Source: an optimization exercise on an open RTL-to-GDS flow (aim: small area). Production flows keep margins and buffers that such runs may drop. In this exercise RTL edits were held to simulation tests only and were not proved equivalent to the original. Power and IR drop assume default switching activity.

[design/flow/design.v]
`timescale 1ns / 1ps
module simple_gemac(
   input clk125, input reset,
   output reg GMII_TX_EN, output reg GMII_TX_ER, output reg [7:0] GMII_TXD,
   input GMII_RX_DV, input GMII_RX_ER, input [7:0] GMII_RXD,
   input pause_req, input [15:0] pause_time_req, input pause_respect_en,
   input [47:0] ucast_addr, input [47:0] mcast_addr,
   input pass_ucast, input pass_mcast, input pass_bcast, input pass_pause, input pass_all,
   output [7:0] rx_data, output reg rx_valid, output rx_error, output reg rx_ack,
   input [7:0] tx_data, input tx_valid, input tx_error, output tx_ack
    );
   function [31:0] crc_step;
      input [31:0] C;
      input [7:0]  a;
      begin
         crc_step[0]  = a[0]^a[6];
         crc_step[1]  = a[1]^a[7]^a[0]^a[6];
         crc_step[2]  = a[2]^a[1]^a[7]^a[0]^a[6];
         crc_step[3]  = a[3]^a[2]^a[1]^a[7];
         crc_step[4]  = a[4]^a[3]^a[2]^a[0]^a[6];
         crc_step[5]  = a[5]^a[4]^a[3]^a[1]^a[7]^a[0]^a[6];
         crc_step[6]  = a[6]^a[5]^a[4]^a[2]^a[1]^a[7];
         crc_step[7]  = a[7]^a[5]^a[3]^a[2]^a[0];
         crc_step[8]  = C[0]^a[4]^a[3]^a[1]^a[0];
         crc_step[9]  = C[1]^a[5]^a[4]^a[2]^a[1];
         crc_step[10] = C[2]^a[5]^a[3]^a[2]^a[0];
         crc_step[11] = C[3]^a[4]^a[3]^a[1]^a[0];
         crc_step[12] = C[4]^a[5]^a[4]^a[2]^a[1]^a[0]^a[6];
         crc_step[13] = C[5]^a[6]^a[5]^a[3]^a[2]^a[1]^a[7];
         crc_step[14] = C[6]^a[7]^a[6]^a[4]^a[3]^a[2];
         crc_step[15] = C[7]^a[7]^a[5]^a[4]^a[3];
         crc_step[16] = C[8]^a[5]^a[4]^a[0];
         crc_step[17] = C[9]^a[6]^a[5]^a[1];
         crc_step[18] = C[10]^a[7]^a[6]^a[2];
         crc_step[19] = C[11]^a[7]^a[3];
         crc_step[20] = C[12]^a[4];
         crc_step[21] = C[13]^a[5];
         crc_step[22] = C[14]^a[0];
         crc_step[23] = C[15]^a[1]^a[0]^a[6];
         crc_step[24] = C[16]^a[2]^a[1]^a[7];
         crc_step[25] = C[17]^a[3]^a[2];
         crc_step[26] = C[18]^a[4]^a[3]^a[0]^a[6];
         crc_step[27] = C[19]^a[5]^a[4]^a[1]^a[7];
         crc_step[28] = C[20]^a[6]^a[5]^a[2];
         crc_step[29] = C[21]^a[7]^a[6]^a[3];
         crc_step[30] = C[22]^a[7]^a[4];
         crc_step[31] = C[23]^a[5];
      end
   endfunction
   function [7:0] rev8;
      input [7:0] d;
      rev8 = {d[0],d[1],d[2],d[3],d[4],d[5],d[6],d[7]};
   endfunction
   reg rst_a, rst;
   always @(posedge clk125) begin
      rst_a <= reset;
      rst   <= reset | rst_a;
   end
   localparam RX_IDLE 		  = 5'd0;
   localparam RX_PREAMBLE 	  = 5'd1;
   localparam RX_FRAME 		  = 5'd2;
   localparam RX_GOODFRAME 	  = 5'd3;
   localparam RX_DO_PAUSE 	  = 5'd4;
   localparam RX_ERROR 		  = 5'd5;
   localparam RX_DROP 		  = 5'd6;
   localparam RX_PAUSE 		  = 5'd16;
   localparam RX_PAUSE_CHK88 	  = 5'd21;
   localparam RX_PAUSE_CHK08 	  = 5'd22;
   localparam RX_PAUSE_CHK00 	  = 5'd23;
   localparam RX_PAUSE_CHK01 	  = 5'd24;
   localparam RX_PAUSE_STORE_MSB  = 5'd25;
   localparam RX_PAUSE_STORE_LSB  = 5'd26;
   localparam RX_PAUSE_WAIT_CRC   = 5'd27;
   reg [7:0]  rxd_d1;
   reg        rx_dv_d1, rx_er_d1;
   reg [55:0] rx_dl;
   always @(posedge clk125) begin
      rx_dv_d1 <= GMII_RX_DV;
      rx_er_d1 <= GMII_RX_ER;
      rxd_d1   <= GMII_RXD;
      rx_dl    <= {rx_dl[47:0], rxd_d1};
   end
   assign rx_data = rx_dl[55:48];
   reg [4:0]  rx_state;
   reg        go_filt;
   reg [2:0]  af_pos;
   reg        al_u, al_m, al_b, al_p;
   reg [6:0]  pkt_ctr;
   reg [31:0] rx_crc;
   reg [15:0] pause_quanta_rcvd;
   wire d_55 = (rxd_d1 == 8'h55);
   wire d_d5 = (rxd_d1 == 8'hD5);
   wire [2:0] af_sel = go_filt ? 3'd0 : af_pos;
   reg [7:0]  u_byte, m_byte, p_byte;
   always @* begin
      case (af_sel)
        3'd0: begin u_byte = ucast_addr[47:40]; m_byte = mcast_addr[47:40]; p_byte = 8'h01; end
        3'd1: begin u_byte = ucast_addr[39:32]; m_byte = mcast_addr[39:32]; p_byte = 8'h80; end
        3'd2: begin u_byte = ucast_addr[31:24]; m_byte = mcast_addr[31:24]; p_byte = 8'hC2; end
        3'd3: begin u_byte = ucast_addr[23:16]; m_byte = mcast_addr[23:16]; p_byte = 8'h00; end
        3'd4: begin u_byte = ucast_addr[15:8];  m_byte = mcast_addr[15:8];  p_byte = 8'h00; end
        default: begin u_byte = ucast_addr[7:0]; m_byte = mcast_addr[7:0]; p_byte = 8'h01; end
      endcase
   end
   always @(posedge clk125) begin
      if (rst)
        af_pos <= 3'd0;
      else if (go_filt)
        af_pos <= 3'd1;
      else if (af_pos == 3'd6)
        af_pos <= 3'd0;
      else if (af_pos != 3'd0)
        af_pos <= af_pos + 3'd1;
      al_u <= (go_filt | al_u) & (rxd_d1 == u_byte);
      al_m <= (go_filt | al_m) & (rxd_d1 == m_byte);
      al_b <= (go_filt | al_b) & (rxd_d1 == 8'hFF);
      al_p <= (go_filt | al_p) & (rxd_d1 == p_byte);
   end
   wire af_done  = (af_pos == 3'd6);
   wire is_ucast = af_done & al_u;
   wire is_mcast = af_done & al_m;
   wire is_bcast = af_done & al_b;
   wire is_pause = af_done & al_p;
   always @(posedge clk125)
     go_filt <= (rx_state == RX_PREAMBLE) & d_d5;
   wire rx_idle = (rx_state == RX_IDLE);
   wire pkt_long_enough = &pkt_ctr;
   always @(posedge clk125)
     if (rst | rx_idle)
       pkt_ctr <= 7'd56;
     else if (~pkt_long_enough)
       pkt_ctr <= pkt_ctr + 7'd1;
   wire match_crc = (rx_crc == 32'hc704_dd7b);
   always @(posedge clk125)
     if (rx_idle | (rx_state == RX_PREAMBLE))
       rx_crc <= 32'hffffffff;
     else
       rx_crc <= crc_step(rx_crc, rx_crc[31:24] ^ rev8(rxd_d1));
   always @(posedge clk125)
     if (rst)
       rx_state <= RX_IDLE;
     else if (rx_er_d1)
       rx_state <= RX_ERROR;
     else
       case (rx_state)
         RX_IDLE :
           if (rx_dv_d1)
             rx_state <= d_55 ? RX_PREAMBLE : RX_ERROR;
         RX_PREAMBLE :
           if (~rx_dv_d1)
             rx_state <= RX_ERROR;
           else if (d_d5)
             rx_state <= RX_FRAME;
           else if (~d_55)
             rx_state <= RX_ERROR;
         RX_FRAME :
           if (is_pause)
             rx_state <= RX_PAUSE;
           else if (~rx_dv_d1)
             rx_state <= match_crc ? RX_GOODFRAME : RX_ERROR;
         RX_PAUSE_CHK88 :
           rx_state <= (rxd_d1 == 8'h88) ? RX_PAUSE_CHK08 : RX_DROP;
         RX_PAUSE_CHK08 :
           rx_state <= (rxd_d1 == 8'h08) ? RX_PAUSE_CHK00 : RX_DROP;
         RX_PAUSE_CHK00 :
           rx_state <= (rxd_d1 == 8'h00) ? RX_PAUSE_CHK01 : RX_DROP;
         RX_PAUSE_CHK01 :
           rx_state <= (rxd_d1 == 8'h01) ? RX_PAUSE_STORE_MSB : RX_DROP;
         RX_PAUSE_WAIT_CRC :
           if (pkt_long_enough)
             rx_state <= match_crc ? RX_DO_PAUSE : RX_DROP;
         RX_DO_PAUSE, RX_GOODFRAME :
           rx_state <= RX_IDLE;
         RX_DROP, RX_ERROR :
           if (~rx_dv_d1)
             rx_state <= RX_IDLE;
         default
           rx_state <= rx_state + 5'd1;
       endcase
   always @(posedge clk125)
     if (rst)
       rx_ack <= 1'b0;
     else
       rx_ack <= (rx_state == RX_GOODFRAME);
   wire keep_packet = (pass_ucast & is_ucast) | (pass_mcast & is_mcast) |
                      (pass_bcast & is_bcast) | (pass_pause & is_pause) | pass_all;
   assign rx_error = (rx_state == RX_ERROR);
   always @(posedge clk125)
     if (rst)
       rx_valid <= 1'b0;
     else if (keep_packet)
       rx_valid <= 1'b1;
     else if (rx_idle | rx_error)
       rx_valid <= 1'b0;
   always @(posedge clk125)
     if (rx_state == RX_PAUSE_STORE_MSB)
       pause_quanta_rcvd[15:8] <= rxd_d1;
     else if (rx_state == RX_PAUSE_STORE_LSB)
       pause_quanta_rcvd[7:0] <= rxd_d1;
   reg        pqval_d1;
   reg [21:0] pause_ctr;
   reg        paused;
   wire       pause_nz    = |pause_ctr;
   wire       pause_apply = pause_respect_en & pause_nz;
   always @(posedge clk125)
     pqval_d1 <= (rx_state == RX_DO_PAUSE);
   always @(posedge clk125)
     if (rst)
       pause_ctr <= 22'd0;
     else if (pqval_d1)
       pause_ctr <= {pause_quanta_rcvd, 6'b0};
     else if (pause_nz & paused)
       pause_ctr <= pause_ctr - 22'd1;
   localparam T_IDLE = 3'd0;
   localparam T_DATA = 3'd1;   
   localparam T_PSE  = 3'd2;   
   localparam T_PAD  = 3'd3;   
   localparam T_ERR  = 3'd4;
   reg [2:0]  tx_st;
   reg [6:0]  tx_cnt;
   reg        send_pause;
   reg [15:0] pause_time_held;
   reg        tx_en_pre, tx_er_pre;
   reg [7:0]  txd_pre, pause_dat;
   reg [31:0] tx_crc;
   wire t_idle = (tx_st == T_IDLE);
   wire t_data = (tx_st == T_DATA);
   wire t_pse  = (tx_st == T_PSE);
   wire t_pad  = (tx_st == T_PAD);
   wire t_err  = (tx_st == T_ERR);
   wire c_lt7  = (tx_cnt < 7'd7);
   wire c_eq7  = (tx_cnt == 7'd7);
   wire c_le8  = (tx_cnt <= 7'd8);
   wire c_eq25 = (tx_cnt == 7'd25);
   wire c_eq68 = (tx_cnt == 7'd68);
   wire c_eq72 = (tx_cnt == 7'd72);
   wire c_crc  = (tx_cnt >= 7'd69);
   wire c_zero = (tx_cnt == 7'd0);
   wire crc_out_ph = t_pad & c_crc;
   wire crc_last   = t_pad & c_eq72;
   assign tx_ack = t_data & (tx_cnt == 7'd8);
   always @(posedge clk125)
     if (rst)
       send_pause <= 1'b0;
     else if (pause_req)
       send_pause <= 1'b1;
     else if (t_pse & c_zero)
       send_pause <= 1'b0;
   always @(posedge clk125)
     if (pause_req)
       pause_time_held <= pause_time_req;
   always @(posedge clk125)
     if (rst) begin
        tx_st  <= T_IDLE;
        tx_cnt <= 7'd100;
     end else
       case (tx_st)
         T_IDLE :
           if (~c_zero)
             tx_cnt <= tx_cnt - 7'd1;
           else if (send_pause)
             tx_st <= T_PSE;
           else if (tx_valid & ~pause_apply)
             tx_st <= T_DATA;
         T_DATA : begin
            if (tx_cnt < 7'd8)
              tx_cnt <= tx_cnt + 7'd1;
            else if (tx_error) begin
               tx_st  <= T_ERR;
            end else if (~tx_valid) begin
               tx_st  <= T_PAD;
               tx_cnt <= tx_cnt + 7'd1;
            end else if (~c_eq68)
              tx_cnt <= tx_cnt + 7'd1;
         end
         T_PSE : begin
            tx_cnt <= tx_cnt + 7'd1;
            if (c_eq25)
              tx_st <= T_PAD;
         end
         T_PAD :
           if (c_eq72) begin
              tx_st  <= T_IDLE;
              tx_cnt <= 7'd12;
           end else
             tx_cnt <= tx_cnt + 7'd1;
         default : begin
            tx_st  <= T_IDLE;
            tx_cnt <= 7'd0;
         end
       endcase
   always @(posedge clk125)
     case (tx_cnt[4:0])
       5'd7:  pause_dat <= 8'h01;
       5'd8:  pause_dat <= 8'h80;
       5'd9:  pause_dat <= 8'hC2;
       5'd10: pause_dat <= 8'h00;
       5'd11: pause_dat <= 8'h00;
       5'd12: pause_dat <= 8'h01;
       5'd13: pause_dat <= ucast_addr[47:40];
       5'd14: pause_dat <= ucast_addr[39:32];
       5'd15: pause_dat <= ucast_addr[31:24];
       5'd16: pause_dat <= ucast_addr[23:16];
       5'd17: pause_dat <= ucast_addr[15:8];
       5'd18: pause_dat <= ucast_addr[7:0];
       5'd19: pause_dat <= 8'h88;
       5'd20: pause_dat <= 8'h08;
       5'd21: pause_dat <= 8'h00;
       5'd22: pause_dat <= 8'h01;
       5'd23: pause_dat <= pause_time_held[15:8];
       default: pause_dat <= pause_time_held[7:0];
     endcase
   always @(posedge clk125) begin
      tx_en_pre <= ~rst & ~t_idle & ~crc_last;
      tx_er_pre <= ~rst & t_err;
      if ((t_data | t_pse) & c_lt7)
        txd_pre <= 8'h55;
      else if ((t_data | t_pse) & c_eq7)
        txd_pre <= 8'hD5;
      else if (t_data)
        txd_pre <= tx_valid ? tx_data : 8'h00;
      else if (t_pse)
        txd_pre <= pause_dat;
      else
        txd_pre <= 8'h00;
   end
   wire [7:0] tx_a = crc_out_ph ? 8'h00 : (tx_crc[31:24] ^ rev8(txd_pre));
   always @(posedge clk125)
     if (t_idle | ((t_data | t_pse) & c_le8))
       tx_crc <= 32'hffffffff;
     else
       tx_crc <= crc_step(tx_crc, tx_a);
   always @(posedge clk125) begin
      GMII_TX_EN <= tx_en_pre;
      GMII_TX_ER <= tx_er_pre;
      GMII_TXD   <= crc_out_ph ? ~rev8(tx_crc[31:24]) : txd_pre;
   end
   always @(posedge clk125)
     if (rst)
       paused <= 1'b0;
     else if (~pause_apply)
       paused <= 1'b0;
     else if (t_idle)
       paused <= 1'b1;
endmodule
[design/flow/run.sh]
#!/bin/bash
# synth_recipe.tcl (not shown) runs the flow's synth.tcl, then flattens the netlist and writes it again
# the make line also repeats each setting of config.mk as NAME=value (left out here)
make -C /OpenROAD-flow-scripts/flow DESIGN_CONFIG=/design/flow/config.mk WORK_HOME=/design/flow/orfs CLKGATE_MAP_FILE= SYNTH_SCRIPT=/design/flow/synth_recipe.tcl finish
[design/flow/constraint.sdc]
create_clock -name core_clock -period 4.5 [get_ports {clk125}]
set_input_delay 0.9000 -clock core_clock [delete_from_list [all_inputs] [get_ports {clk125}]]
set_output_delay 0.9000 -clock core_clock [all_outputs]
set_load 0.01 [all_outputs]
[design/flow/config.mk]
export PLATFORM = sky130hd
export DESIGN_NAME = simple_gemac
export DESIGN_NICKNAME = simple_gemac
export VERILOG_FILES = /design/flow/design.v
export SDC_FILE = /design/flow/constraint.sdc
export NUM_CORES = 4
export LEC_CHECK = 0
export CAP_MARGIN = 20
export CORE_MARGIN = 2
export CORE_UTILIZATION = 40
export PLACE_DENSITY = 0.6
export SLEW_MARGIN = 20
==> reports/qor.csv, run 1 <==
stage;metric;value;unit
status;status;finished clean;
pwr;design_power_total;6.23;mW
drt;via_count;9839;
yosys;synth_area;11800;um2
clock_tree;cts_hold_buf;0;
worst_setup_path;critical-path-top-delay-family;simple AND/OR/NAND/NOR gates;
sta;min_period_over_period;93.7;%
yosys;ys_seq_area_share;45.0;%
placement;hpwl;22.7;mm
cells_and_area;area_delta_synth_final;24.3;%
clock_tree;root_buffer;clkbuf_16;
clock_tree;htreeDepth;1;
grt;antenna_found_initial;0;
yosys;synth.area.top_cells;dfxtp_1 37%, xnor2_1 9.4%, edfxtp_1 8.2%;
floorplanning;die_w;176;um
placement;dpl_cell_area;13700;um2
clock_tree;cts-resized-gates;0;
drt;final_antenna_net_count;0;
floorplanning;rows;62;
sta;tns;0;ns
worst_setup_path;startpoint_type;register;
grt;grt_pass1_vias;9616;
worst_setup_path;worst-path-buf-inv;2;
worst_setup_path;cp_max_fo;16;
clock_tree;cts_inserted_buffers;28;
sta;worst_slew_pin_slew;0.965;ns
run;maxCapViolations;0;
sta;fin_ws;0.286;ns
cells_and_area;final_common_cell;dfxtp_1;
floorplanning;core_area;28900;um2
yosys;synth_nets;1417;
yosys;synthArstFlopShare;0;%
grt;overflow;0;
drt;viasPerCell;5.48;
worst_setup_path;critPathMaxStageDelay;0.61;ns
placement;place_congestion;0.903;
cells_and_area;most-common-layout-cells;216 x dfxtp_1, 162 x clkdlybuf4s50_1, 126 x xnor2_1, 101 x nand2_1, 80 x o21ai_0;
sta;fin_skew;0.0190;ns
cells_and_area;fillers;2716;
floorplanning;die_h;176;um
drt;finalWirelength;32.0;mm
yosys;synth_top_area_share;36.9;%
clock_tree;cts_buffer_depth;3;
yosys;synth.distinct_cells;79;
worst_setup_path;cp.required;3.60;ns
clock_tree;postCtsSetupBuffers;0;
drt;drc_errors;0;
floorplanning;initial_core_util;40.8;%
grt;grt_pass1_wl;51.3;mm
yosys;syn_area_per_cell;9.35;um2
sta;rsz0062_at_grt;no;
yosys;yosysTopAreaCell;dfxtp_1;
yosys;ys.flop_type;dfxtp_1;
yosys;synthCells;1261;
sta;slew_viol_final;0;
worst_setup_path;cpMaxStageDelayCell;clkdlybuf4s50_1;
sta;fin_hold_ws;0.321;ns
sta;maxSlewHeadroom;35.4;%
cells_and_area;drive_gt1_share;6.38;%
floorplanning;pin_count;163;
drt;wire_per_inst;17.8;um
clock_tree;cts.sinks;249;
clock_tree;insertion_delay;0.56;ns
grt;grt_max_degree;59;
grt;grt_usage;20.5;%
placement;dp_worst_setup_slack;0.932;ns
worst_setup_path;cp_cell_sequence;inv_1 > ha_1 > nor3b_1 > nand2_1 > nor3_1 > clkdlybuf4s50_1;
cells_and_area;postLayoutCellArea;14600;um2
drt;drt_iter0_drc;1046;
worst_setup_path;worstSetupEndpointType;primary output;
sta;setup-violations-final;0;
sta;hold_violations;0;
cells_and_area;antenna_cells;0;
pwr;leakagePower;5.13;nW
yosys;synth_edf_count;32;
sta;max_freq;0.237;GHz
cells_and_area;nets;1544;
worst_setup_path;worstPathArrival;3.31;ns
floorplanning;die-area;30900;um2
yosys;synth-seq-cells;249;
clock_tree;cts_tree;yes;
sta;post-route-min-period;4.21;ns
yosys;yosysWarningCount;1;
worst_setup_path;path_class;register to primary output;
placement;numPortBuffers;162;
drt;drtPass1Iterations;6;
min_path;hold_path.class;register to register;
pwr;ir_drop;0.247;mV
pwr;pwr_density_cell;425;nW/um2
clock_tree;clkTransAtPathRegs;0.06;ns
==> flip-flops by register name (all words and copies together), names as in the netlist, 3 cells and up <==
signal             flops
pause_time_held       16
rxd_d1                 8
tx_cnt                 7
pause_ctr             22
rx_state               5
rx_dl                 56
tx_st                  3
af_pos                 3
pause_dat              8
pause_quanta_rcvd     16
rx_crc                32
pkt_ctr                7
GMII_TXD               8
tx_crc                32
txd_pre                8
==> per-stage QoR <==
step	util, %	std cells
floorplan	-	1261
global placement	47.4	1742
detailed placement	47.4	1742
CTS	50.7	1794
global route	50.8	1794
finish	50.8	1794
==> logic make-up (layout without fill, tap and decap cells) <==
| logic type | Yosys count | count (layout) | synth area share, % |
|---|---|---|---|
| AO/OA/AOI/OAI | 297 | 297 | 17.3 |
| XOR/XNOR | 156 | 156 | 11.7 |
| flip-flops | 249 | 249 | 45.0 |
| AND/OR/NAND/NOR | 415 | 415 | 18.8 |
| multiplexers | 20 | 20 | 1.75 |
| buffers and inverters | 109 | 258 | 3.77 |
| adder cells (fa/ha/maj) | 15 | 15 | 1.59 |
==> cells in the mapped netlist (11+ instances only) <==
master / count
and3_1: 12
clkbuf_1: 61
o21ai_0: 80
edfxtp_1: 32
nor3_1: 29
nor2b_1: 15
nand2b_1: 14
inv_1: 24
nor2_1: 73
o22ai_1: 12
nor4_1: 15
or3_1: 30
xor2_1: 28
a22oi_1: 14
nand2_1: 101
ha_1: 15
nand4_1: 11
a31oi_1: 11
nand3_1: 43
a211oi_1: 18
dfxtp_1: 217
mux2i_1: 15
xnor2_1: 126
a21oi_1: 42
==> layout make-up <==
| cell class | count | area, um2 | area share (%) |
|---|---|---|---|
| clock buffer | 36 | 762 | 5.20 |
| clock inverter | 16 | 186 | 1.27 |
| inverter | 27 | 101 | 0.692 |
| multi-input combinational | 903 | 6060 | 41.4 |
| sequential | 249 | 5310 | 36.2 |
| tap | 384 | 480 | 3.28 |
| timing repair buffer | 179 | 1750 | 11.9 |
==> metal layers <==
layer	wire length [um]	up-vias	track usage, %	part of all wire (%)
met2	14200	337	32.1	44
li1	-	4834	-	-
met5	0	-	0	0
met1	14900	4608	28.9	47
met3	2210	60	4.00	6.9
met4	737	0	5.51	2.3
==> worst paths after layout <==
check | startpoint | to | slack, ns | depth (start not counted)
setup / recovery | tx_cnt[1] | tx_ack | 0.29 | 6
hold reg to reg | rx_dl[30] | rx_dl[38] | 0.32 | 0
setup reg to reg | tx_cnt[1] | tx_cnt[6] | 1.47 | 7
hold / removal | rx_dl[30] | rx_dl[38] | 0.32 | 0
==> power breakdown <==
| part | switching, mW | total (mW) | internal, mW |
|---|---|---|---|
| logic | 0.685 | 1.37 | 0.682 |
| registers | 0.127 | 2.55 | 2.42 |
| clock network | 0.934 | 2.31 | 1.38 |
| total | 1.75 | 6.23 | 4.48 |
==> run 2: changes to the inputs <==
--- a/design/flow/design.v
+++ b/design/flow/design.v
@@ -1,3 +1,84 @@
+module crc_xor2 (input a, input b, output y);
+   assign y = a ^ b;
+endmodule
+module crc_net (input [31:0] C, input [7:0] a, output [31:0] n);
+   wire t8, t9, t10, t11, t12, t13, t14, t15, t16, t17, t18, t19, t20, t21, t22, t23, t24;
+   crc_xor2 x0 (.a(a[2]), .b(a[7]), .y(t8));
+   crc_xor2 x1 (.a(a[0]), .b(a[6]), .y(t9));
+   crc_xor2 x2 (.a(a[1]), .b(a[4]), .y(t10));
+   crc_xor2 x3 (.a(a[5]), .b(t10), .y(t11));
+   crc_xor2 x4 (.a(a[0]), .b(a[3]), .y(t12));
+   crc_xor2 x5 (.a(a[3]), .b(a[7]), .y(t13));
+   crc_xor2 x6 (.a(a[1]), .b(t8), .y(t14));
+   crc_xor2 x7 (.a(a[6]), .b(t8), .y(t15));
+   crc_xor2 x8 (.a(a[3]), .b(a[4]), .y(t16));
+   crc_xor2 x9 (.a(a[5]), .b(a[6]), .y(t17));
+   crc_xor2 x10 (.a(a[3]), .b(t14), .y(t18));
+   crc_xor2 x11 (.a(t9), .b(t16), .y(t19));
+   crc_xor2 x12 (.a(a[2]), .b(t11), .y(t20));
+   crc_xor2 x13 (.a(t10), .b(t12), .y(t21));
+   crc_xor2 x14 (.a(a[4]), .b(a[5]), .y(t22));
+   crc_xor2 x15 (.a(a[5]), .b(t12), .y(t23));
+   crc_xor2 x16 (.a(a[1]), .b(t9), .y(t24));
+   assign n[0] = t9;
+   crc_xor2 x17 (.a(a[7]), .b(t24), .y(n[1]));
+   crc_xor2 x18 (.a(t9), .b(t14), .y(n[2]));
+   assign n[3] = t18;
+   crc_xor2 x19 (.a(a[2]), .b(t19), .y(n[4]));
+   wire r5_0;
+   crc_xor2 x20 (.a(t9), .b(t11), .y(r5_0));
+   crc_xor2 x21 (.a(r5_0), .b(t13), .y(n[5]));
+   crc_xor2 x22 (.a(t11), .b(t15), .y(n[6]));
+   crc_xor2 x23 (.a(t8), .b(t23), .y(n[7]));
+   crc_xor2 x24 (.a(C[0]), .b(t21), .y(n[8]));
+   crc_xor2 x25 (.a(C[1]), .b(t20), .y(n[9]));
+   wire r10_0;
+   crc_xor2 x26 (.a(C[2]), .b(a[2]), .y(r10_0));
+   crc_xor2 x27 (.a(r10_0), .b(t23), .y(n[10]));
+   crc_xor2 x28 (.a(C[3]), .b(t21), .y(n[11]));
+   wire r12_0;
+   crc_xor2 x29 (.a(C[4]), .b(t9), .y(r12_0));
+   crc_xor2 x30 (.a(r12_0), .b(t20), .y(n[12]));
+   wire r13_0;
+   crc_xor2 x31 (.a(C[5]), .b(t17), .y(r13_0));
+   crc_xor2 x32 (.a(r13_0), .b(t18), .y(n[13]));
+   wire r14_0;
+   crc_xor2 x33 (.a(C[6]), .b(t15), .y(r14_0));
+   crc_xor2 x34 (.a(r14_0), .b(t16), .y(n[14]));
+   wire r15_0;
+   crc_xor2 x35 (.a(C[7]), .b(t13), .y(r15_0));
+   crc_xor2 x36 (.a(r15_0), .b(t22), .y(n[15]));
+   wire r16_0;
+   crc_xor2 x37 (.a(C[8]), .b(a[0]), .y(r16_0));
+   crc_xor2 x38 (.a(r16_0), .b(t22), .y(n[16]));
+   wire r17_0;
+   crc_xor2 x39 (.a(C[9]), .b(a[1]), .y(r17_0));
+   crc_xor2 x40 (.a(r17_0), .b(t17), .y(n[17]));
+   crc_xor2 x41 (.a(C[10]), .b(t15), .y(n[18]));
+   crc_xor2 x42 (.a(C[11]), .b(t13), .y(n[19]));
+   crc_xor2 x43 (.a(C[12]), .b(a[4]), .y(n[20]));
+   crc_xor2 x44 (.a(C[13]), .b(a[5]), .y(n[21]));
+   crc_xor2 x45 (.a(C[14]), .b(a[0]), .y(n[22]));
+   crc_xor2 x46 (.a(C[15]), .b(t24), .y(n[23]));
+   crc_xor2 x47 (.a(C[16]), .b(t14), .y(n[24]));
+   wire r25_0;
+   crc_xor2 x48 (.a(C[17]), .b(a[2]), .y(r25_0));
+   crc_xor2 x49 (.a(r25_0), .b(a[3]), .y(n[25]));
+   crc_xor2 x50 (.a(C[18]), .b(t19), .y(n[26]));
+   wire r27_0;
+   crc_xor2 x51 (.a(C[19]), .b(a[7]), .y(r27_0));
+   crc_xor2 x52 (.a(r27_0), .b(t11), .y(n[27]));
+   wire r28_0;
+   crc_xor2 x53 (.a(C[20]), .b(a[2]), .y(r28_0));
+   crc_xor2 x54 (.a(r28_0), .b(t17), .y(n[28]));
+   wire r29_0;
+   crc_xor2 x55 (.a(C[21]), .b(a[6]), .y(r29_0));
+   crc_xor2 x56 (.a(r29_0), .b(t13), .y(n[29]));
+   wire r30_0;
+   crc_xor2 x57 (.a(C[22]), .b(a[4]), .y(r30_0));
+   crc_xor2 x58 (.a(r30_0), .b(a[7]), .y(n[30]));
+   crc_xor2 x59 (.a(C[23]), .b(a[5]), .y(n[31]));
+endmodule
 `timescale 1ns / 1ps
 module simple_gemac(
    input clk125, input reset,
@@ -9,44 +90,6 @@
    output [7:0] rx_data, output reg rx_valid, output rx_error, output reg rx_ack,
    input [7:0] tx_data, input tx_valid, input tx_error, output tx_ack
     );
-   function [31:0] crc_step;
-      input [31:0] C;
-      input [7:0]  a;
-      begin
-         crc_step[0]  = a[0]^a[6];
-         crc_step[1]  = a[1]^a[7]^a[0]^a[6];
-         crc_step[2]  = a[2]^a[1]^a[7]^a[0]^a[6];
-         crc_step[3]  = a[3]^a[2]^a[1]^a[7];
-         crc_step[4]  = a[4]^a[3]^a[2]^a[0]^a[6];
-         crc_step[5]  = a[5]^a[4]^a[3]^a[1]^a[7]^a[0]^a[6];
-         crc_step[6]  = a[6]^a[5]^a[4]^a[2]^a[1]^a[7];
-         crc_step[7]  = a[7]^a[5]^a[3]^a[2]^a[0];
-         crc_step[8]  = C[0]^a[4]^a[3]^a[1]^a[0];
-         crc_step[9]  = C[1]^a[5]^a[4]^a[2]^a[1];
-         crc_step[10] = C[2]^a[5]^a[3]^a[2]^a[0];
-         crc_step[11] = C[3]^a[4]^a[3]^a[1]^a[0];
-         crc_step[12] = C[4]^a[5]^a[4]^a[2]^a[1]^a[0]^a[6];
-         crc_step[13] = C[5]^a[6]^a[5]^a[3]^a[2]^a[1]^a[7];
-         crc_step[14] = C[6]^a[7]^a[6]^a[4]^a[3]^a[2];
-         crc_step[15] = C[7]^a[7]^a[5]^a[4]^a[3];
-         crc_step[16] = C[8]^a[5]^a[4]^a[0];
-         crc_step[17] = C[9]^a[6]^a[5]^a[1];
-         crc_step[18] = C[10]^a[7]^a[6]^a[2];
-         crc_step[19] = C[11]^a[7]^a[3];
-         crc_step[20] = C[12]^a[4];
-         crc_step[21] = C[13]^a[5];
-         crc_step[22] = C[14]^a[0];
-         crc_step[23] = C[15]^a[1]^a[0]^a[6];
-         crc_step[24] = C[16]^a[2]^a[1]^a[7];
-         crc_step[25] = C[17]^a[3]^a[2];
-         crc_step[26] = C[18]^a[4]^a[3]^a[0]^a[6];
-         crc_step[27] = C[19]^a[5]^a[4]^a[1]^a[7];
-         crc_step[28] = C[20]^a[6]^a[5]^a[2];
-         crc_step[29] = C[21]^a[7]^a[6]^a[3];
-         crc_step[30] = C[22]^a[7]^a[4];
-         crc_step[31] = C[23]^a[5];
-      end
-   endfunction
    function [7:0] rev8;
       input [7:0] d;
       rev8 = {d[0],d[1],d[2],d[3],d[4],d[5],d[6],d[7]};
@@ -83,40 +126,37 @@
    assign rx_data = rx_dl[55:48];
    reg [4:0]  rx_state;
    reg        go_filt;
-   reg [2:0]  af_pos;
-   reg        al_u, al_m, al_b, al_p;
    reg [6:0]  pkt_ctr;
    reg [31:0] rx_crc;
    reg [15:0] pause_quanta_rcvd;
    wire d_55 = (rxd_d1 == 8'h55);
    wire d_d5 = (rxd_d1 == 8'hD5);
-   wire [2:0] af_sel = go_filt ? 3'd0 : af_pos;
-   reg [7:0]  u_byte, m_byte, p_byte;
-   always @* begin
-      case (af_sel)
-        3'd0: begin u_byte = ucast_addr[47:40]; m_byte = mcast_addr[47:40]; p_byte = 8'h01; end
-        3'd1: begin u_byte = ucast_addr[39:32]; m_byte = mcast_addr[39:32]; p_byte = 8'h80; end
-        3'd2: begin u_byte = ucast_addr[31:24]; m_byte = mcast_addr[31:24]; p_byte = 8'hC2; end
-        3'd3: begin u_byte = ucast_addr[23:16]; m_byte = mcast_addr[23:16]; p_byte = 8'h00; end
-        3'd4: begin u_byte = ucast_addr[15:8];  m_byte = mcast_addr[15:8];  p_byte = 8'h00; end
-        default: begin u_byte = ucast_addr[7:0]; m_byte = mcast_addr[7:0]; p_byte = 8'h01; end
-      endcase
-   end
+   reg [5:1]  af_pos;
+   reg        af_done;
+   reg        al_u, al_m, al_b, al_p;
+   wire       s0 = go_filt;
+   wire [5:1] s  = af_pos & {5{~go_filt}};
+   wire [7:0] u_byte = ({8{s0}}   & ucast_addr[47:40]) | ({8{s[1]}} & ucast_addr[39:32]) |
+                       ({8{s[2]}} & ucast_addr[31:24]) | ({8{s[3]}} & ucast_addr[23:16]) |
+                       ({8{s[4]}} & ucast_addr[15:8])  | ({8{s[5]}} & ucast_addr[7:0]);
+   wire [7:0] m_byte = ({8{s0}}   & mcast_addr[47:40]) | ({8{s[1]}} & mcast_addr[39:32]) |
+                       ({8{s[2]}} & mcast_addr[31:24]) | ({8{s[3]}} & mcast_addr[23:16]) |
+                       ({8{s[4]}} & mcast_addr[15:8])  | ({8{s[5]}} & mcast_addr[7:0]);
+   wire p_eq = ((s0 | s[5]) & (rxd_d1 == 8'h01)) | (s[1] & (rxd_d1 == 8'h80)) |
+               (s[2] & (rxd_d1 == 8'hC2)) | ((s[3] | s[4]) & (rxd_d1 == 8'h00));
    always @(posedge clk125) begin
-      if (rst)
-        af_pos <= 3'd0;
-      else if (go_filt)
-        af_pos <= 3'd1;
-      else if (af_pos == 3'd6)
-        af_pos <= 3'd0;
-      else if (af_pos != 3'd0)
-        af_pos <= af_pos + 3'd1;
+      if (rst) begin
+         af_pos  <= 5'd0;
+         af_done <= 1'b0;
+      end else begin
+         af_pos  <= {s[4:1], go_filt};
+         af_done <= s[5];
+      end
       al_u <= (go_filt | al_u) & (rxd_d1 == u_byte);
       al_m <= (go_filt | al_m) & (rxd_d1 == m_byte);
       al_b <= (go_filt | al_b) & (rxd_d1 == 8'hFF);
-      al_p <= (go_filt | al_p) & (rxd_d1 == p_byte);
+      al_p <= (go_filt | al_p) & p_eq;
    end
-   wire af_done  = (af_pos == 3'd6);
    wire is_ucast = af_done & al_u;
    wire is_mcast = af_done & al_m;
    wire is_bcast = af_done & al_b;
@@ -131,11 +171,13 @@
      else if (~pkt_long_enough)
        pkt_ctr <= pkt_ctr + 7'd1;
    wire match_crc = (rx_crc == 32'hc704_dd7b);
+   wire [31:0] rx_crc_nx;
+   crc_net rx_crc_net (.C(rx_crc), .a(rx_crc[31:24] ^ rev8(rxd_d1)), .n(rx_crc_nx));
    always @(posedge clk125)
      if (rx_idle | (rx_state == RX_PREAMBLE))
        rx_crc <= 32'hffffffff;
      else
-       rx_crc <= crc_step(rx_crc, rx_crc[31:24] ^ rev8(rxd_d1));
+       rx_crc <= rx_crc_nx;
    always @(posedge clk125)
      if (rst)
        rx_state <= RX_IDLE;
@@ -325,11 +367,13 @@
         txd_pre <= 8'h00;
    end
    wire [7:0] tx_a = crc_out_ph ? 8'h00 : (tx_crc[31:24] ^ rev8(txd_pre));
+   wire [31:0] tx_crc_nx;
+   crc_net tx_crc_net (.C(tx_crc), .a(tx_a), .n(tx_crc_nx));
    always @(posedge clk125)
      if (t_idle | ((t_data | t_pse) & c_le8))
        tx_crc <= 32'hffffffff;
      else
-       tx_crc <= crc_step(tx_crc, tx_a);
+       tx_crc <= tx_crc_nx;
    always @(posedge clk125) begin
       GMII_TX_EN <= tx_en_pre;
       GMII_TX_ER <= tx_er_pre;
==> design/flow/flow/run.sh (new file) <==
#!/bin/bash
# The standard layout (the standard.sh: standard synthesis, floorplan, place, CTS, route),
# with two changes that only shrink cells:
#  - port buffers are buf_1 instead of the default (slow, large) clkdlybuf4s50_1;
#  - CTS uses small clkbuf_2 buffers and no dummy balancing loads.
# All of standard.sh's output goes to standard_flow.log; ORFS keeps per-step logs in orfs/logs.
set -euo pipefail
bash standard.sh \
  "BUFFER_PORTS_ARGS=-buffer_cell sky130_fd_sc_hd__buf_1" \
  "CTS_ARGS=-sink_clustering_enable -repair_clock_nets -dont_use_dummy_load -buf_list sky130_fd_sc_hd__clkbuf_2" \
  finish > standard_flow.log 2>&1
==> design/flow/standard.sh (new file) <==
#!/bin/bash
# synth_recipe.tcl (not shown) runs the flow's synth.tcl, then flattens the netlist and writes it again
# the make line also repeats each setting of config.mk as NAME=value (left out here)
make -C /OpenROAD-flow-scripts/flow DESIGN_CONFIG=/design/flow/config.mk WORK_HOME=/design/flow/orfs CLKGATE_MAP_FILE= SYNTH_SCRIPT=/design/flow/synth_recipe.tcl "${@:-finish}"
removed: design/flow/run.sh
==> reports/qor.csv, run 2 <==
stage;metric;value;unit;change
status;status;finished clean;;
sta;min_period_over_period;73.9;%;-20 points
run;maxCapViolations;0;;unchanged
clock_tree;cts_buffer_depth;3;;unchanged
yosys;synth.area.top_cells;dfxtp_1 39%, edfxtp_1 8.6%, xnor2_1 8.2%;;
yosys;synth_common_cells;220 x dfxtp_1, 105 x xnor2_1, 96 x nand2_1;;
cells_and_area;most-common-layout-cells;220 x dfxtp_1, 162 x buf_1, 105 x xnor2_1, 96 x nand2_1, 70 x clkbuf_2;;
clock_tree;insertion_delay;0.79;ns;+0.23 ns
placement;dpl_cell_area;12000;um2;-12%
sta;rsz0062_at_grt;no;;
clock_tree;cts_hold_buf;0;;unchanged
sta;slew_viol_final;0;;unchanged
sta;fin_hold_ws;0.214;ns;-0.107 ns
cells_and_area;largestRegisters;rx_dl: 56 flops, rx_crc: 32 flops, tx_crc: 32 flops;;
pwr;leakagePower;4.51;nW;-12%
worst_setup_path;cp_max_fo;10;;-6
worst_setup_path;cp.required;3.60;ns;about the same
cells_and_area;postLayoutCellArea;12400;um2;-16%
worst_setup_path;worstSetupEndpointType;primary output;;
cells_and_area;area_delta_synth_final;10.6;%;
floorplanning;die-area;29300;um2;-5.1%
drt;viasPerCell;5.35;;-2.4%
grt;antenna_found_initial;1;;+1
drt;drtPass1Iterations;6;;unchanged
yosys;yosys.area_share.adder;1.34;%;-0.25 points
cells_and_area;final_common_cell;dfxtp_1;;
floorplanning;initial_core_util;40.4;%;-0.40 points
drt;drc_errors;0;;unchanged
yosys;synthArstFlopShare;0;%;unchanged
cells_and_area;nets;1465;;-5.1%
pwr;power_switching;1.61;mW;-7.7%
clock_tree;cts-resized-gates;0;;unchanged
pwr;intPower;3.42;mW;-24%
floorplanning;rows;61;;-1.6%
cells_and_area;multi_input_area;5380;um2;-11%
worst_setup_path;worstPathArrival;2.42;ns;-0.89 ns
pwr;pwr_density_cell;407;nW/um2;-4.2%
drt;final_antenna_net_count;0;;unchanged
clock_tree;cts_tree;yes;;
drt;wire_per_inst;16.3;um;-8.8%
cells_and_area;fillers;2802;;+3.2%
drt;finalWirelength;27.5;mm;-14%
floorplanning;core_area;27600;um2;-4.3%
sta;tns;0;ns;unchanged
grt;overflow;0;;unchanged
pwr;p_seq_share;51.2;%;+10 points
floorplanning;die_w;171;um;-2.6%
sta;setup-violations-final;0;;unchanged
placement;numPortBuffers;162;;unchanged
placement;hpwl;19.1;mm;-16%
cells_and_area;registers.top_by_ff_count;rx_dl;;
clock_tree;cts.sinks;252;;+1.2%
grt;grt_usage;18.5;%;-2.0 points
clock_tree;htreeDepth;3;;+2
yosys;synth_top_area_share;39.4;%;+2.6 points
yosys;syn_area_per_cell;9.73;um2;+4.1%
grt;grt_pass1_vias;8505;;-12%
yosys;synth_mux_area_share;1.65;%;-0.11 points
sta;max_freq;0.301;GHz;+27%
worst_setup_path;startpoint_type;register;;
yosys;synth_area;11200;um2;-5.2%
placement;dp_worst_setup_slack;1.60;ns;+0.664 ns
drt;via_count;9044;;-8.1%
yosys;synth_top_family_by_area;simple AND/OR/NAND/NOR gates;;
pwr;p_comb_share;24.8;%;+2.8 points
sta;maxSlewHeadroom;26.4;%;-9.1 points
yosys;synth_edf_count;32;;unchanged
yosys;synthXorXnorAreaFrac;12.7;%;+1.0 points
yosys;synth-simple-area-share;16.9;%;-2.0 points
placement;dpl.cell_count;1618;;-7.1%
placement;place_congestion;0.924;;+2.3%
sta;worst_slew_pin_slew;1.10;ns;+0.139 ns
clock_tree;postCtsSetupBuffers;0;;unchanged
floorplanning;pin_count;163;;unchanged
cells_and_area;final_util;44.7;%;-6.0 points
cells_and_area;final_cells;1689;;-5.9%
yosys;yosysTopAreaCell;dfxtp_1;;
worst_setup_path;path_class;register to primary output;;
yosys;ys_seq_area_share;48.0;%;+3.0 points
yosys;synth_compound_area_share;15.4;%;-1.9 points
yosys;synth-seq-cells;252;;+1.2%
pwr;pwr-share-clk;24.0;%;-13 points
floorplanning;die_h;171;um;-2.6%
grt;grt_max_degree;44;;-25%
sta;post-route-min-period;3.32;ns;-0.891 ns
yosys;yosysWarningCount;1;;unchanged
yosys;synth_nets;1302;;-8.1%
yosys;ys.flop_type;dfxtp_1;;
grt;grt_pass1_wl;43.2;mm;-16%
sta;fin_skew;0.162;ns;+0.143 ns
pwr;ir_drop;0.469;mV;+90%
cells_and_area;drive_gt1_share;8.47;%;+2.1 points
clock_tree;root_buffer;clkbuf_2;;
cells_and_area;regArea;5370;um2;+1.1%
cells_and_area;largest_register_ffs;56;;unchanged
sta;fin_ws;1.18;ns;+0.891 ns
drt;drt_iter0_drc;667;;-36%
pwr;switching_share;32.0;%;+4.0 points
pwr;design_power_total;5.03;mW;-19%
yosys;synth.distinct_cells;72;;-8.9%
sta;hold_violations;0;;unchanged
yosys;synthCells;1149;;-8.9%
min_path;hold_path.class;input pin to register;;
clock_tree;clkTransAtPathRegs;0.08;ns;+0.02 ns
yosys;yosysMostFrequentCell;dfxtp_1;;
clock_tree;cts_inserted_buffers;70;;+150%
[run 2: changes by cell type after synthesis, sizes merged, moves of 9 or more]
| cell | change |
|---|---|
| o21ai | -31 |
| xnor2 | -20 |
| a31oi | -9 |
| a22oi | +21 |
| o22ai | -10 |
| mux2i | -9 |
| or3 | -12 |
| a211oi | -10 |
| o21a | +18 |
| xor2 | +22 |
| a222oi | +10 |
| nor2 | -10 |
[run 2: layout make-up]
cell class,count,area share (%)
multi-input combinational,787,43.5
sequential,252,43.4
clock buffer,70,2.84
antenna,1,0.0203
timing repair buffer,170,5.41
inverter,31,0.942
tap,378,3.83
[run 2: power groups by stage]
| stage | Clock [mW] | Sequential (mW) | Combinational (mW) |
|---|---|---|---|
| 2_1_floorplan | 0 | 2.57 | 1.02 |
| 3_3_place_gp | 0 | 2.62 | 1.24 |
| 3_5_place_dp | 0 | 2.63 | 1.24 |
| 4_1_cts | 1.29 | 2.58 | 1.26 |
| 5_1_grt | 1.40 | 2.60 | 1.39 |
| 6_report | 1.21 | 2.58 | 1.25 |
[run 2: metal layers]
layer	track usage, %	share of wire (%)
met1	23.5	44
met2	30.4	48
met3	3.82	5.5
met4	7.81	2.6
met5	0	0
[run 2: final timing paths]
path,startpoint,to,slack (ns),depth (start not counted)
worst max-delay path,tx_cnt[0],tx_ack,1.18,5
worst max register to register,pause_ctr[12],pause_ctr[21],1.55,6
worst min-delay path,GMII_RXD[7],rxd_d1[7],0.21,1
worst min register to register,rx_dl[36],rx_dl[44],0.32,0
[run 2: logic make-up after synthesis]
family | count (synthesis)
DFF | 252
AOI/OAI and AO/OA | 237
adders and majority gates | 12
buffers and inverters | 110
xor gates and xnor gates | 159
and+or+nand+nor | 362
muxes | 17
[run 2: critical path, cell delays in order, from the launching register on]
cell and delay, ns:
dfxtp_1 0.40, inv_1 0.13, ha_1 0.38, nand4b_1 0.25, nor3_1 0.34, buf_1 0.20
==> run 3: changes to the inputs <==
--- a/design/flow/design.v
+++ b/design/flow/design.v
@@ -166,7 +166,7 @@
    wire rx_idle = (rx_state == RX_IDLE);
    wire pkt_long_enough = &pkt_ctr;
    always @(posedge clk125)
-     if (rst | rx_idle)
+     if (rx_idle)
        pkt_ctr <= 7'd56;
      else if (~pkt_long_enough)
        pkt_ctr <= pkt_ctr + 7'd1;
@@ -241,18 +241,22 @@
        pause_quanta_rcvd[7:0] <= rxd_d1;
    reg        pqval_d1;
    reg [21:0] pause_ctr;
+   reg        pause_ld;    
    reg        paused;
    wire       pause_nz    = |pause_ctr;
-   wire       pause_apply = pause_respect_en & pause_nz;
+   wire       pause_apply = pause_respect_en & pause_ld & pause_nz;
    always @(posedge clk125)
      pqval_d1 <= (rx_state == RX_DO_PAUSE);
    always @(posedge clk125)
      if (rst)
-       pause_ctr <= 22'd0;
+       pause_ld <= 1'b0;
      else if (pqval_d1)
+       pause_ld <= 1'b1;
+   always @(posedge clk125)
+     if (pqval_d1)
        pause_ctr <= {pause_quanta_rcvd, 6'b0};
-     else if (pause_nz & paused)
-       pause_ctr <= pause_ctr - 22'd1;
+     else
+       pause_ctr <= pause_ctr - {21'd0, pause_nz & paused};
    localparam T_IDLE = 3'd0;
    localparam T_DATA = 3'd1;   
    localparam T_PSE  = 3'd2;   
@@ -291,78 +295,82 @@
    always @(posedge clk125)
      if (pause_req)
        pause_time_held <= pause_time_req;
+   reg tx_inc;
+   always @* begin
+      case (tx_st)
+        T_IDLE:  tx_inc = ~c_zero;
+        T_DATA:  tx_inc = (tx_cnt < 7'd8) | ~tx_error & (~tx_valid | ~c_eq68);
+        default: tx_inc = 1'b1;
+      endcase
+   end
    always @(posedge clk125)
-     if (rst) begin
-        tx_st  <= T_IDLE;
-        tx_cnt <= 7'd100;
-     end else
+     if (rst)
+       tx_cnt <= 7'd28;
+     else if (t_err)
+       tx_cnt <= 7'd0;
+     else if (crc_last)
+       tx_cnt <= 7'd116;
+     else if (tx_inc)
+       tx_cnt <= tx_cnt + 7'd1;
+   always @(posedge clk125)
+     if (rst)
+       tx_st <= T_IDLE;
+     else
        case (tx_st)
          T_IDLE :
-           if (~c_zero)
-             tx_cnt <= tx_cnt - 7'd1;
-           else if (send_pause)
-             tx_st <= T_PSE;
-           else if (tx_valid & ~pause_apply)
-             tx_st <= T_DATA;
-         T_DATA : begin
-            if (tx_cnt < 7'd8)
-              tx_cnt <= tx_cnt + 7'd1;
-            else if (tx_error) begin
-               tx_st  <= T_ERR;
-            end else if (~tx_valid) begin
-               tx_st  <= T_PAD;
-               tx_cnt <= tx_cnt + 7'd1;
-            end else if (~c_eq68)
-              tx_cnt <= tx_cnt + 7'd1;
-         end
-         T_PSE : begin
-            tx_cnt <= tx_cnt + 7'd1;
-            if (c_eq25)
-              tx_st <= T_PAD;
-         end
+           if (c_zero)
+             if (send_pause)
+               tx_st <= T_PSE;
+             else if (tx_valid & ~pause_apply)
+               tx_st <= T_DATA;
+         T_DATA :
+           if (~(tx_cnt < 7'd8))
+             if (tx_error)
+               tx_st <= T_ERR;
+             else if (~tx_valid)
+               tx_st <= T_PAD;
+         T_PSE :
+           if (c_eq25)
+             tx_st <= T_PAD;
          T_PAD :
-           if (c_eq72) begin
-              tx_st  <= T_IDLE;
-              tx_cnt <= 7'd12;
-           end else
-             tx_cnt <= tx_cnt + 7'd1;
-         default : begin
-            tx_st  <= T_IDLE;
-            tx_cnt <= 7'd0;
-         end
+           if (c_eq72)
+             tx_st <= T_IDLE;
+         default :
+           tx_st <= T_IDLE;
        endcase
    always @(posedge clk125)
-     case (tx_cnt[4:0])
-       5'd7:  pause_dat <= 8'h01;
-       5'd8:  pause_dat <= 8'h80;
-       5'd9:  pause_dat <= 8'hC2;
-       5'd10: pause_dat <= 8'h00;
-       5'd11: pause_dat <= 8'h00;
-       5'd12: pause_dat <= 8'h01;
-       5'd13: pause_dat <= ucast_addr[47:40];
-       5'd14: pause_dat <= ucast_addr[39:32];
-       5'd15: pause_dat <= ucast_addr[31:24];
-       5'd16: pause_dat <= ucast_addr[23:16];
-       5'd17: pause_dat <= ucast_addr[15:8];
-       5'd18: pause_dat <= ucast_addr[7:0];
-       5'd19: pause_dat <= 8'h88;
-       5'd20: pause_dat <= 8'h08;
-       5'd21: pause_dat <= 8'h00;
-       5'd22: pause_dat <= 8'h01;
-       5'd23: pause_dat <= pause_time_held[15:8];
+     case ({tx_cnt[3], tx_cnt[1:0]})
+       3'b101: pause_dat <= ucast_addr[47:40];
+       3'b110: pause_dat <= ucast_addr[39:32];
+       3'b111: pause_dat <= ucast_addr[31:24];
+       3'b000: pause_dat <= ucast_addr[23:16];
+       3'b001: pause_dat <= ucast_addr[15:8];
+       3'b010: pause_dat <= ucast_addr[7:0];
+       3'b011: pause_dat <= pause_time_held[15:8];
        default: pause_dat <= pause_time_held[7:0];
      endcase
+   wire [4:0] pc = tx_cnt[4:0];
+   wire [7:0] pf_byte = (pc < 5'd7)   ? 8'h55 :
+                        (pc == 5'd7)  ? 8'hD5 :
+                        (pc == 5'd8)  ? 8'h01 :
+                        (pc == 5'd9)  ? 8'h80 :
+                        (pc == 5'd10) ? 8'hC2 :
+                        (pc == 5'd13) ? 8'h01 :
+                        (pc == 5'd20) ? 8'h88 :
+                        (pc == 5'd21) ? 8'h08 :
+                        (pc == 5'd23) ? 8'h01 : 8'h00;
+   wire       pf_var  = ((pc >= 5'd14) & (pc <= 5'd19)) | (pc >= 5'd24);
    always @(posedge clk125) begin
       tx_en_pre <= ~rst & ~t_idle & ~crc_last;
       tx_er_pre <= ~rst & t_err;
-      if ((t_data | t_pse) & c_lt7)
+      if (t_pse)
+        txd_pre <= pf_var ? pause_dat : pf_byte;
+      else if (t_data & c_lt7)
         txd_pre <= 8'h55;
-      else if ((t_data | t_pse) & c_eq7)
+      else if (t_data & c_eq7)
         txd_pre <= 8'hD5;
       else if (t_data)
         txd_pre <= tx_valid ? tx_data : 8'h00;
-      else if (t_pse)
-        txd_pre <= pause_dat;
       else
         txd_pre <= 8'h00;
    end
==> design/flow/flow/run.sh (replaced) <==
#!/bin/bash
# The standard layout (the standard.sh: standard synthesis, floorplan, place, CTS, route),
# with changes that only shrink cells:
#  - port buffers are buf_1 instead of the default (slow, large) clkdlybuf4s50_1;
#  - CTS uses small clkbuf_2 buffers and no dummy balancing loads;
#  - after global routing, repair_timing -recover_power 100 downsizes cells that have slack.
# All of standard.sh's output goes to standard_flow.log; ORFS keeps per-step logs in orfs/logs.
set -euo pipefail
bash standard.sh \
  "BUFFER_PORTS_ARGS=-buffer_cell sky130_fd_sc_hd__buf_1" \
  "CTS_ARGS=-sink_clustering_enable -repair_clock_nets -dont_use_dummy_load -buf_list sky130_fd_sc_hd__clkbuf_2" \
  "RECOVER_POWER=100" \
  finish > standard_flow.log 2>&1
==> reports/qor.csv, run 3 <==
stage;metric;value;unit;change
worst_setup_path;critPathMaxStageDelay;0.53;ns;+0.13 ns
worst_setup_path;worst-path-buf-inv;2;;unchanged
cells_and_area;drive_gt1_share;7.46;%;-1.0 points
cells_and_area;nets;1428;;-2.5%
yosys;synth_common_cells;221 x dfxtp_1, 107 x xnor2_1, 102 x nand2_1;;
floorplanning;rows;60;;-1.6%
pwr;ir_drop;0.184;mV;-61%
grt;grt_pass1_wl;43.6;mm;+0.86%
drt;drc_errors;0;;unchanged
yosys;synth_nets;1262;;-3.1%
drt;via_count;8707;;-3.7%
worst_setup_path;worstPathArrival;2.74;ns;+0.32 ns
worst_setup_path;cp.required;3.60;ns;about the same
drt;drt_iter0_drc;669;;+0.30%
sta;tns;0;ns;unchanged
cells_and_area;multi_input_area;5130;um2;-4.6%
grt;grt_max_degree;40;;-9.1%
floorplanning;die_h;170;um;-0.54%
clock_tree;insertion_delay;0.75;ns;-0.04 ns
pwr;pwr_density_cell;416;nW/um2;+2.1%
clock_tree;root_buffer;clkbuf_2;;
sta;post-route-min-period;3.64;ns;+0.317 ns
sta;hold_violations;0;;unchanged
clock_tree;cts-resized-gates;0;;unchanged
placement;place_congestion;0.897;;-2.9%
run;maxCapViolations;0;;unchanged
status;status;finished clean;;
worst_setup_path;path_class;register to primary output;;
grt;antenna_found_initial;1;;unchanged
min_path;hold_path.class;input pin to register;;
floorplanning;core_area;27000;um2;-2.2%
yosys;ys_seq_area_share;48.7;%;+0.72 points
yosys;synth_area;11100;um2;-1.1%
worst_setup_path;worstSetupEndpointType;primary output;;
yosys;yosysWarningCount;1;;unchanged
placement;hpwl;19.1;mm;about the same
clock_tree;cts.sinks;253;;+0.40%
drt;finalWirelength;27.3;mm;-0.78%
sta;setup-violations-final;0;;unchanged
pwr;leakagePower;4.25;nW;-5.7%
sta;maxSlewHeadroom;11.3;%;-15 points
cells_and_area;antenna_cells;0;;-1
yosys;yosysTopAreaCell;dfxtp_1;;
drt;wire_per_inst;16.9;um;+3.8%
drt;drtPass1Iterations;6;;unchanged
floorplanning;die_w;170;um;-0.54%
clock_tree;htreeDepth;3;;unchanged
worst_setup_path;cpMaxStageDelayCell;ha_1;;
grt;overflow;0;;unchanged
grt;grt_usage;18.8;%;+0.27 points
sta;slew_viol_final;0;;unchanged
sta;rsz0062_at_grt;no;;
drt;final_antenna_net_count;0;;unchanged
sta;fin_skew;0.0956;ns;-0.0667 ns
cells_and_area;final_common_cell;dfxtp_1;;
sta;worst_slew_pin_slew;1.33;ns;+0.226 ns
worst_setup_path;critical-path-top-delay-family;simple AND/OR/NAND/NOR gates;;
clock_tree;postCtsSetupBuffers;0;;unchanged
yosys;synth-seq-cells;253;;+0.40%
cells_and_area;regArea;5390;um2;+0.40%
cells_and_area;largest_register_ffs;56;;unchanged
clock_tree;cts_tree;yes;;
yosys;synthArstFlopShare;0;%;unchanged
yosys;ys.flop_type;dfxtp_1;;
yosys;synth.area.top_cells;dfxtp_1 40%, edfxtp_1 8.7%, xnor2_1 8.5%;;
cells_and_area;final_util;44.4;%;-0.36 points
yosys;synthCells;1110;;-3.4%
worst_setup_path;cp_max_fo;14;;+4
cells_and_area;registers.top_by_ff_count;rx_dl;;
floorplanning;initial_core_util;40.9;%;+0.44 points
yosys;synth_top_area_share;40.0;%;+0.62 points
drt;viasPerCell;5.39;;+0.69%
cells_and_area;area_delta_synth_final;8.50;%;
yosys;yosysMostFrequentCell;dfxtp_1;;
yosys;synth.distinct_cells;85;;+18%
clock_tree;cts_hold_buf;0;;unchanged
yosys;synth_edf_count;32;;unchanged
worst_setup_path;startpoint_type;register;;
clock_tree;cts_inserted_buffers;69;;-1.4%
floorplanning;die-area;29000;um2;-1.1%
placement;numPortBuffers;162;;unchanged
sta;max_freq;0.275;GHz;-8.7%
cells_and_area;most-common-layout-cells;220 x dfxtp_1, 161 x buf_1, 109 x xnor2_1, 102 x nand2_1, 75 x o21ai_0;;
yosys;syn_area_per_cell;9.96;um2;+2.4%
cells_and_area;largestRegisters;rx_dl: 56 flops, rx_crc: 32 flops, tx_crc: 32 flops;;
sta;min_period_over_period;80.9;%;+7.0 points
worst_setup_path;cp_cell_sequence;inv_1 > ha_1 > nand2b_1 > nor2_1 > nand2_1 > nor3_1 > buf_1;;
floorplanning;pin_count;163;;unchanged
clock_tree;clkTransAtPathRegs;0.08;ns;about the same
clock_tree;cts_buffer_depth;3;;unchanged
cells_and_area;fillers;2710;;-3.3%
grt;grt_pass1_vias;8567;;+0.73%
## run 3: cell types whose count changed after synthesis, sizes merged, moves of 7 or more
cell	change
o21ai	+24
nor2	-19
clkbuf	-17
inv	-16
buf	+13
o21a	-11
mux2	-10
nand3	+8
nor3	-8
a211oi	-7
and2	+7
nand2	+7
## run 3: worst paths after layout
| kind | start | endpoint | slack [ns] | cells after the start |
|---|---|---|---|---|
| worst max-delay path | tx_cnt[1] | tx_ack | 0.86 | 7 |
| worst min-delay path | GMII_RXD[1] | rxd_d1[1] | 0.24 | 1 |
| worst max register to register | tx_cnt[0] | tx_crc[5] | 1.30 | 7 |
| worst min register to register | rx_dl[39] | rx_dl[47] | 0.31 | 0 |
## run 3: cells by family after synthesis
group                      Yosys count  share of synthesized area [%]
buffers and inverters               90                           4.21
xor gates and xnor gates           159                           13.4
muxes                                7                          0.645
DFF                                253                           48.7
and+or+nand+nor                    353                           17.0
adders and majority gates           11                           1.25
AOI/OAI and AO/OA                  237                           14.7
## run 3: metal layers
layer | vias to the layer above | wire, um | track usage (%)
met5 | - | 0 | 0
met4 | 0 | 397 | 6.06
met3 | 32 | 2120 | 5.19
met2 | 349 | 12600 | 30.0
met1 | 4026 | 12200 | 24.6
li1 | 4300 | - | -
## run 3: worst reg2reg max path, stage by stage (launching register included)
cell and delay [ns]:
dfxtp_1 0.47, inv_1 0.10, ha_1 0.42, nand2b_1 0.36, a221oi_1 0.13, o21bai_1 0.75, clkbuf_1 0.65, o21ai_0 0.20
## run 3: metrics by stage
step | hold slack (ns) | power, mW | cell area [um2] | std cells | setup WS (ns)
after floorplan | 0.310 | 3.59 | 11100 | 1110 | 2.02
after global placement | 0.310 | 3.84 | 11700 | 1546 | 1.73
after CTS | 0.124 | 5.08 | 12100 | 1615 | 0.788
final | 0.243 | 4.99 | 12000 | 1615 | 0.859
after global routing | 0.114 | 5.32 | 12000 | 1615 | 0.567
after detailed placement | 0.312 | 3.85 | 11700 | 1546 | 1.61
## run 3: report_power, final
group / leakage [nW] / switching (mW) / internal [mW]
logic: 1.84 / 0.610 / 0.534
registers: 2.13 / 0.166 / 2.49
clock network: 0.287 / 0.787 / 0.399
total: 4.25 / 1.56 / 3.42
## run 3: cell type report
| type | count | area share [%] |
|---|---|---|
| well taps | 341 | 3.56 |
| clock buffers | 69 | 2.88 |
| flip-flops and latches | 253 | 44.9 |
| inverters | 15 | 0.470 |
| repair buffers | 170 | 5.35 |
| multi-input cells | 767 | 42.8 |

## what the ideal ports hide
How much do the figures lean on ideal ports? The routed layouts below were timed once more, with nothing changed but the port constraints. Step 1 (the two cells are an assumption about what drives the block):
set clk [get_ports {clk125}]
set_driving_cell -lib_cell sky130_fd_sc_hd__clkbuf_16 $clk
set_driving_cell -lib_cell sky130_fd_sc_hd__buf_2 [delete_from_list [all_inputs] $clk]
Step 2 also shifts input and output timing later by t, the mid clock arrival at the registers, as if the neighbouring blocks saw the same clock. Three values: ideal, step 1, step 2; two values: the first two.
run | shift t [ns] | setup slack, ns | worst hold slack (ns)
run 1 | 0.602 | 0.286 / 0.232 / 0.834 | 0.321 / 0.321 / 0.321
run 2 | 0.759 | 1.176 / 1.129 / 1.546 | 0.214 / 0.188 / 0.317
run 3 | 0.747 | 0.859 / 0.821 / 1.259 | 0.243 / 0.226 / 0.305
After both steps setup and hold are still met in every run listed.
